This design comes from an exercise in tuning for small area, a short achievable clock period and few clock cycles per item on the open sky130 flow, not from production work. In this exercise RTL edits were held to simulation tests only and were not proved equivalent to the original.

==> flow/design.v (outline; a module is shown in full before it is edited, if it fits) <==
// module svm_cordic_rom: 139 lines
// module svm_emul: 189 lines
// module svm_sqsum: 556 lines
// module svm_ecorr: 953 lines
// module svm_mac: 436 lines
// module svm_axi_wrapper: 321 lines
module svm_axi_wrapper #(
    parameter WIDTH     = 16,
    parameter N_FEATURES = 4,
    parameter N_SV      = 31,
    parameter C_S_AXIS_TDATA_WIDTH = 32,
    parameter C_M_AXIS_TDATA_WIDTH = 32
)(
    input  wire axi_clk,
    input  wire axi_reset_n,
    input  wire [C_S_AXIS_TDATA_WIDTH-1:0] s_axis_tdata,
    input  wire                            s_axis_tvalid,
    output wire                            s_axis_tready,
    input  wire                            s_axis_tlast,
    output wire [C_M_AXIS_TDATA_WIDTH-1:0] m_axis_tdata,
    output reg                             m_axis_tvalid,
    input  wire                            m_axis_tready,
    output reg                             m_axis_tlast
);
  // ...
==> flow/flow/run.sh <==
#!/bin/bash
# Standard layout (the standard.sh, standard synthesis unchanged) with a
# larger setup-slack target for ORFS's timing repair. make's full output goes
# to flow_make.log in the work folder.
set -euo pipefail
bash standard.sh SETUP_SLACK_MARGIN=6 finish > flow_make.log 2>&1
==> flow/standard.sh <==
#!/bin/bash
# synth_recipe.tcl (not shown) runs the flow's synth.tcl, then flattens the netlist and writes it again
# the make line also repeats each setting of config.mk as NAME=value (left out here)
make -C /OpenROAD-flow-scripts/flow DESIGN_CONFIG=/design/flow/config.mk WORK_HOME=/design/flow/orfs CLKGATE_MAP_FILE= SYNTH_SCRIPT=/design/flow/synth_recipe.tcl "${@:-finish}"
==> flow/config.mk <==
export PLATFORM = sky130hd
export DESIGN_NAME = svm_axi_wrapper
export DESIGN_NICKNAME = svm_axi_wrapper
export VERILOG_FILES = /design/flow/design.v
export SDC_FILE = /design/flow/constraint.sdc
export NUM_CORES = 4
export LEC_CHECK = 0
export ABC_AREA = 1
export CAP_MARGIN = 20
export CORE_MARGIN = 2
export CORE_UTILIZATION = 40
export SETUP_SLACK_MARGIN = 5.0
export SLEW_MARGIN = 20
==> flow/constraint.sdc <==
create_clock -name core_clock -period 12.0 [get_ports {axi_clk}]
set_input_delay 2.4000 -clock core_clock [delete_from_list [all_inputs] [get_ports {axi_clk}]]
set_output_delay 2.4000 -clock core_clock [all_outputs]
set_load 0.01 [all_outputs]
==> metrics.cfg, run 1 <==
[outcome]
status=no timing/DRC/antenna violations

[cts]
postCtsHoldBufs=0
h-tree-depth=2
cts_root_buf=clkbuf_16
cts_tree=built
postCtsSetupRepairBufs=57
clkTransAtPathRegs_ps=70

[timing]
hold_slack_ps=371
rsz0062_at_grt=true
setup_ws_ps=6220
fin_crit_sh_pct=48.2

[synth]
synth_compound_gate_area_share_pct=9.17
synth_most_common_cell=nand2_1
synth_top_area_share_pct=22.4
synth_common_cells=1530 x nand2_1, 1372 x inv_1, 497 x fa_1, 382 x edfxtp_1, 334 x ha_1
synth_cell_types=67
synthAdderAreaFrac_pct=27.5
synth_area_um2=51300

[drt]
drt-initial-drc-count=3414
vias=41900

[placed_design]
pre_cts_ws_ps=4400
dp_cells=7859
place_congestion=0.976

[layout]
nFlopsAndLatches=546
buffers=211
n_clock_buffer=84

[hold_path]
hp-start=A1[31]
min_path_cells=0

[worst_setup_path]
rrSetupSlack_ps=6220
r2r_start=K[8]

[floorplanning]
initial_utilization_pct=40.3
die-area_um2=131000
fp.dieW_um=362

[global_route]
grt_max_degree=64
gr-usage-met3_pct=3.60
gr-usage-met1_pct=33.2

[job]
cap_violations=0

Testbench counts, summed over its fixed seeds: cycles 24,920, samples 256.
==> run 2: changes to the inputs <==
--- a/flow/config.mk
+++ b/flow/config.mk
@@ -11,2 +11,4 @@
 export CORE_UTILIZATION = 40
+export CTS_CLUSTER_DIAMETER = 100
+export CTS_CLUSTER_SIZE = 24
 export SETUP_SLACK_MARGIN = 5.0
==> metrics.cfg, run 2 <==
[cts]
insertion_delay_ps=650
cts_root_buf=clkbuf_16
cts_tree=built
clkTransAtPathRegs_ps=100  ; +30 ps
cts_sinks=546
h-tree-depth=2  ; unchanged
cts_buffer_depth=3
numCtsBuffers=34

[synth]
syn-instance-count=6312
synth.area.top_cells=edfxtp_1 22%, fa_1 19%, nand2_1 11%
yosysWarnings=3
synth_common_cells=1530 x nand2_1, 1372 x inv_1, 497 x fa_1, 382 x edfxtp_1, 334 x ha_1
seq_area_frac_synth_pct=28.8
synthArstFlopShare_pct=0
synth_cell_types=67  ; unchanged
synth-main-ff-cell=edfxtp_1
synth_top_cell_by_area=edfxtp_1
synth-edff-count=382
synth_most_common_cell=nand2_1
synth-seq-cells=546
synth_area_per_cell_um2=8.13
synth_top_area_share_pct=22.4  ; unchanged
synth_area_um2=51300  ; unchanged

[drt]
drt-initial-drc-count=3313  ; -3.0%
detail_route.vias_per_cell=5.17
drc=0
wire_per_inst_um=19.8
ant_nets=0
vias=41600  ; -0.75%
first_pass_iters=7
drt_wl_total_um=159000

[layout]
drive_above_1_share_pct=6.93
instances_no_fill=8060
layout_common_cells=1517 x nand2_1, 1351 x inv_1, 495 x fa_1, 382 x edfxtp_1, 321 x ha_1
syn2layout_area_growth_pct=9.99
final_common_cell=nand2_1
final_nets=7220

[placed_design]
port_buffers=41
place_congestion=0.976  ; unchanged
detailed_place_hpwl_um=120000
dp_cells=7859  ; unchanged

[job]
cap_violations=0  ; unchanged

[worst_setup_path]
crit_buf_inv=8
arrival_ps=6310
rrSetupSlack_ps=6220  ; about the same
worst_setup_path_end_kind=flop
required_ps=12530
r2r_start=c2
crit_fanout=9
crit_family=compound AO/OA/AOI/OAI gates
crit_slowest_cell=fa_1
critical_path.endpoint=XX[12]
r2r-end=XX[12]
critPathMaxStageDelay_ps=470
cp_num_cells=36
r2r_cells=36
cp-startpoint=c2
cp-start-kind=flop
path_class=flop to flop

[timing]
fin_crit_sh_pct=48.2  ; about the same
layout_min_cycle_time_ps=5780
tightest_slew_ps=1060
report.final.slew_viol_count=0
setup-violations-final=0
timing.slew.headroom_pct=28.9
hold_violations=0
rsz0062_at_grt=true
finClkSkew_ps=51.7
max_freq_ghz=0.173
final.setup.tns_ps=0

[hold_path]
hp-class=flop to flop

[floorplanning]
fp.dieW_um=362  ; unchanged
core.rowCount=131
core_um2=127000
die-area_um2=131000  ; unchanged
die_height_um=362
ios=72
initial_utilization_pct=40.3  ; unchanged

[global_route]
grtUsageTotal_pct=24.2
antenna_found_initial=32
overflow=0
grt_max_degree=64  ; unchanged
grt_pass1_wl_um=245000
grt_pass1_vias=41200

[outcome]
status=no timing/DRC/antenna violations

-- run 2: cell counts after synthesis --
Identical to the previous run, type by type.
-- run 2: layout make-up --
cell class	count	area (um2)
Fill cell	12700	70900
Multi-Input combinational cell	4172	31100
Sequential cell	546	14800
Timing Repair Buffer	204	2000
Clock buffer	46	906
Antenna cell	20	50.0
Clock inverter	16	206
Tap cell	1662	2080
Inverter	1394	5280
-- run 2: what timing repair did --
action	in CTS	in global routing
gates cloned	3	3
endpoints found under the hold margin	0	0
pin swaps	9	44
resized for setup	96	150
hold buffers	0	0
setup buffers	57	56
setup endpoints to repair	83	72
-- run 2: worst min-delay path by stage --
stage / slack (ps) / cells after the start / start / end
after floorplan: 390 / 2 / zgo / z2
after global placement: 400 / 0 / A1[30] / A2[30]
after detailed placement: 400 / 2 / zgo / z2
after CTS: 410 / 0 / A1[31] / A2[31]
after global routing: 420 / 0 / A2[24] / A3[24]
final: 400 / 0 / A1[31] / A2[31]
-- run 2: logic make-up (layout without fill, tap and decap cells) --
family,count (synthesis),after routing,synth area share (%)
buffers and inverters,1625,1660,12.2
AOI/OAI and AO/OA,810,810,9.17
adders and majority gates,831,831,27.5
other,1,50,0.00731
xor gates and xnor gates,270,270,4.65
muxes,2,2,0.0390
DFF,546,546,28.8
and+or+nand+nor,2227,2229,17.7
-- run 2: per-layer routing --
layer | vias up | wire length, um | part of all wire (%) | track usage [%]
li1 | 19700 | - | - | -
met1 | 20200 | 70300 | 44 | 33.1
met2 | 1353 | 72200 | 45 | 38.5
met3 | 332 | 9870 | 6.2 | 3.42
met4 | 12 | 6770 | 4.3 | 9.58
met5 | - | 74 | 0.046 | 0
-- run 2: through the flow --
| step | worst slack [ps] | cell area [um2] | hold WS (ps) | utilization (%) |
|---|---|---|---|---|
| 2_1_floorplan | 6020 | 51500 | 390 | - |
| 3_3_place_gp | 4380 | 53300 | 401 | 41.9 |
| 5_1_grt | 5810 | 56400 | 417 | 44.3 |
| 6_report | 6220 | 56400 | 404 | 44.3 |
| 3_5_place_dp | 4400 | 53300 | 404 | 41.9 |
| 4_1_cts | 5980 | 55300 | 407 | 43.4 |

afterwards: timing with drivers on the ports:
The results above use ideal ports. As a check the final layouts listed here were re-extracted and re-timed, cells and wires unchanged.
Step 1 assumes that a clkbuf_16 drives the clock port and a buf_2 every other input.
Step 2 moves the port delays by t, midway between the first and last clock arrival at a register: inputs arrive t later, outputs are due t later. That takes back most of the time a late clock gives input paths.
Slacks: ideal / step 1 / step 2; pairs: ideal / step 1.
| run | shift t [ns] | setup WS [ns] | worst setup path at the end | slew at the worst register clock pin (ns) |
|---|---|---|---|---|
| run 1 | 0.735 | 6.219 / 6.219 / 5.807 | input to register | 0.08 / 0.08 |
| run 2 | 0.691 | 6.216 / 6.216 / 5.809 | input to register | 0.10 / 0.10 |
After both steps every run listed still meets setup and hold. The setup slack of run 1, which loses most, moves by 0.000 ns with the drivers and by -0.412 ns with both steps.
